Background: an optimization exercise with open tools, aiming at small area, a short achievable clock period and few clock cycles. Do not read the settings as production practice.
Function was checked by simulation only, so behaviour that the tests miss may differ from the original.
Power and IR drop assume default switching activity.

// m1
module m1(
input logic Clock,
input logic StartBit,
input logic Resetn,
input logic [15:0] ReadData,
output logic [15:0] WriteData,
output logic [17:0] SRAM_Address,
output logic Wen,
output logic StopBit
);
localparam logic [17:0] U_BASE   = 18'd38400;
localparam logic [17:0] V_BASE   = 18'd57600;
localparam logic [17:0] RGB_BASE = 18'd146944;
logic        run;
logic [4:0]  p;        
logic [15:0] S;        
logic [7:0]  col;      
logic [17:0] Wa;       
logic        w5, w6;   
logic        wr;       
logic        f0, f1, f157, f158, f159, quirk;    
logic        start;    
assign Wen = ~wr;
always_ff @(posedge Clock or negedge Resetn) begin
	if (~Resetn) begin
		run <= 1'b0;
		start <= 1'b0;
		p <= 5'b00001;
		S <= 16'd0;
		col <= 8'd156;
		Wa <= RGB_BASE;
		w5 <= 1'b0;
		w6 <= 1'b0;
		f0 <= 1'b0;
		f1 <= 1'b0;
		f157 <= 1'b0;
		f158 <= 1'b0;
		f159 <= 1'b0;
		quirk <= 1'b0;
		SRAM_Address <= 18'd0;
		wr <= 1'b0;
		StopBit <= 1'b0;
	end else if (~run) begin
		start <= StartBit;
		if (start && ~StopBit) begin
			run <= 1'b1;
			SRAM_Address <= U_BASE;
		end
	end else begin
		p <= {p[3:0], p[4]};
		wr <= 1'b0;
		if (p[0] | p[2] | p[3]) begin
			SRAM_Address <= Wa;
			if (p[0] ? w6 : w5) begin
				wr <= 1'b1;
				Wa <= Wa + 18'd1;
			end
		end
		if (p[1]) begin
			SRAM_Address <= {2'b00, S - 16'd4};
			if (wr && (&SRAM_Address)) begin
  ...
export LEC_CHECK = 0
export CAP_MARGIN = 20
export CORE_MARGIN = 2
export CORE_UTILIZATION = 40
export CTS_BUF_LIST = sky130_fd_sc_hd__clkbuf_16
export CTS_CLUSTER_DIAMETER = 100
export CTS_CLUSTER_SIZE = 28
export SLEW_MARGIN = 20
create_clock -name core_clock -period 12.0 [get_ports {Clock}]
standard.sh (not shown) runs the stock make flow with config.mk's settings and CLKGATE_MAP_FILE= SYNTH_SCRIPT=/design/flow/synth_recipe.tcl, a recipe that flattens the netlist after the stock synthesis.
==> flow/flow/run.sh <==
#!/bin/bash
# Standard synthesis, then the standard layout with stronger port buffers
# and timing repair aimed below the design's clock period.
set -euo pipefail
bash standard.sh synth > synth.log 2>&1
bash standard.sh "BUFFER_PORTS_ARGS=-buffer_cell sky130_fd_sc_hd__buf_4" "SETUP_SLACK_MARGIN=8.0" finish > layout.log 2>&1
Testbench counts at the start, summed over its fixed seeds: cycles 1,152,174.
Rerun with:
CTS_BUF_LIST = default   (was sky130_fd_sc_hd__clkbuf_16)
CTS_CLUSTER_DIAMETER = default   (was 100)
CTS_CLUSTER_SIZE = default   (was 28)
=>
- The changed run produced a clean layout
- routed wire length grows by 1.7%
- setup slack is worse by 0.0055 ns
- cell area grows by 3.8%
- power grows by 29%
- synthesized area does not change
- utilization grows by 1.6 points
Rerun with:
==> flow/run.sh (new file) <==
#!/bin/bash
# synth_recipe.tcl (not shown) runs the flow's synth.tcl, then flattens the netlist and writes it again
# the make line also repeats each setting of config.mk as NAME=value (left out here)
make -C /OpenROAD-flow-scripts/flow DESIGN_CONFIG=/design/flow/config.mk WORK_HOME=/design/flow/orfs CLKGATE_MAP_FILE= SYNTH_SCRIPT=/design/flow/synth_recipe.tcl finish
removed: flow/flow/run.sh
removed: flow/standard.sh
What happened: The new run went through all stages and came out clean; cell area barely changes; synthesized cell count does not change; area after synthesis stays the same; global-route usage drops by 0.27 points; flip-flop and latch count does not change; fmax goes down by 5.1%; routed wire length drops by 2.1%; worst setup slack gets worse by 0.20 ns; utilization barely changes; via count went down by 0.82%.


m1 again, from the RTL that the note above started with.
## m1
module m1(
input logic Clock,
input logic StartBit,
input logic Resetn,
input logic [15:0] ReadData,
output logic [15:0] WriteData,
output logic [17:0] SRAM_Address,
output logic Wen,
output logic StopBit
);
localparam logic [17:0] U_BASE   = 18'd38400;
localparam logic [17:0] V_BASE   = 18'd57600;
localparam logic [17:0] RGB_BASE = 18'd146944;
logic        run;
logic [4:0]  p;        
logic [15:0] S;        
logic [7:0]  col;      
logic [17:0] Wa;       
logic        w5, w6;   
logic        wr;       
logic        f0, f1, f157, f158, f159, quirk;    
logic        start;    
assign Wen = ~wr;
always_ff @(posedge Clock or negedge Resetn) begin
	if (~Resetn) begin
		run <= 1'b0;
		start <= 1'b0;
		p <= 5'b00001;
		S <= 16'd0;
		col <= 8'd156;
		Wa <= RGB_BASE;
		w5 <= 1'b0;
		w6 <= 1'b0;
		f0 <= 1'b0;
		f1 <= 1'b0;
		f157 <= 1'b0;
		f158 <= 1'b0;
		f159 <= 1'b0;
		quirk <= 1'b0;
		SRAM_Address <= 18'd0;
		wr <= 1'b0;
		StopBit <= 1'b0;
	end else if (~run) begin
		start <= StartBit;
		if (start && ~StopBit) begin
			run <= 1'b1;
			SRAM_Address <= U_BASE;
		end
	end else begin
		p <= {p[3:0], p[4]};
		wr <= 1'b0;
		if (p[0] | p[2] | p[3]) begin
			SRAM_Address <= Wa;
			if (p[0] ? w6 : w5) begin
				wr <= 1'b1;
				Wa <= Wa + 18'd1;
			end
		end
		if (p[1]) begin
			SRAM_Address <= {2'b00, S - 16'd4};
			if (wr && (&SRAM_Address)) begin
				StopBit <= 1'b1;
				run <= 1'b0;
			end
		end
		if (p[4]) begin
			S <= S + 16'd1;
			col <= f159 ? 8'd0 : col + 8'd1;
			f0 <= f159;
			f1 <= f0;
			f157 <= (col == 8'd156);
			f158 <= f157;
			f159 <= f158;
			quirk <= (S == 16'd5);
			if (S == 16'd4) w5 <= 1'b1;
			if (S == 16'd5) w6 <= 1'b1;
			SRAM_Address <= (S[0] ? U_BASE + 18'd1 : V_BASE) + {3'b000, S[15:1]};
		end
	end
end
logic [7:0] ur [0:5];
  ...
Settings: LEC_CHECK=0, CAP_MARGIN=20, CORE_MARGIN=2, CORE_UTILIZATION=40, CTS_BUF_LIST=sky130_fd_sc_hd__clkbuf_8, CTS_CLUSTER_DIAMETER=60, CTS_CLUSTER_SIZE=12, SLEW_MARGIN=20; clock period 12.0 ns.
==> flow/flow/run.sh <==
#!/bin/bash
# Standard synthesis, then the standard layout with stronger port buffers
# and timing repair aimed below the design's clock period.
set -euo pipefail
bash standard.sh synth > synth.log 2>&1
bash standard.sh "BUFFER_PORTS_ARGS=-buffer_cell sky130_fd_sc_hd__buf_4" "SETUP_SLACK_MARGIN=8.0" finish > layout.log 2>&1
Testbench counts at the start, summed over its fixed seeds: cycles 1,152,174.
Change:
CORE_UTILIZATION = 65   (was 40)
CTS_BUF_LIST = sky130_fd_sc_hd__clkbuf_16   (was sky130_fd_sc_hd__clkbuf_8)
CTS_CLUSTER_DIAMETER = 80   (was 60)
CTS_CLUSTER_SIZE = 18   (was 12)
PLACE_DENSITY = 0.75   (was unset)
Cell count drops by about 11%.
Synthesized area does not change.
Final area drops by about 1.5%.

==> afterwards: timing with drivers on the ports <==
How much do the figures lean on ideal ports? The routed layouts below were timed once more, with nothing changed but the port constraints. Step 1 sets driving cells, clkbuf_16 on the clock port and buf_2 on the other inputs (assumed; they add their load-dependent delay and slew). Step 2 moves the port delays by t, midway between the first and last clock arrival at a register: inputs arrive t later, outputs are due t later. That takes back most of the time a late clock gives input paths. a / b / c = ideal ports / drivers / drivers and shift; a / b = the first two.
run | t, ns | setup slack, ns | clock arrival spread, ns | worst data-port slew with drivers (ns)
the first run of note 1 | 0.629 | 8.219 / 8.219 / 8.219 | 0.042 / 0.041 | 0.03
the second run of note 1 | 0.646 | 8.213 / 8.213 / 8.213 | 0.050 / 0.050 | 0.03
the third run of note 1 | 0.631 | 8.008 / 7.945 / 8.072 | 0.028 / 0.028 | 0.04
the first run of note 2 | 0.676 | 8.199 / 8.199 / 8.199 | 0.046 / 0.047 | 0.03
the second run of note 2 | 0.629 | 8.172 / 8.172 / 8.172 | 0.034 / 0.033 | 0.04
After both steps every run listed still meets setup and hold.
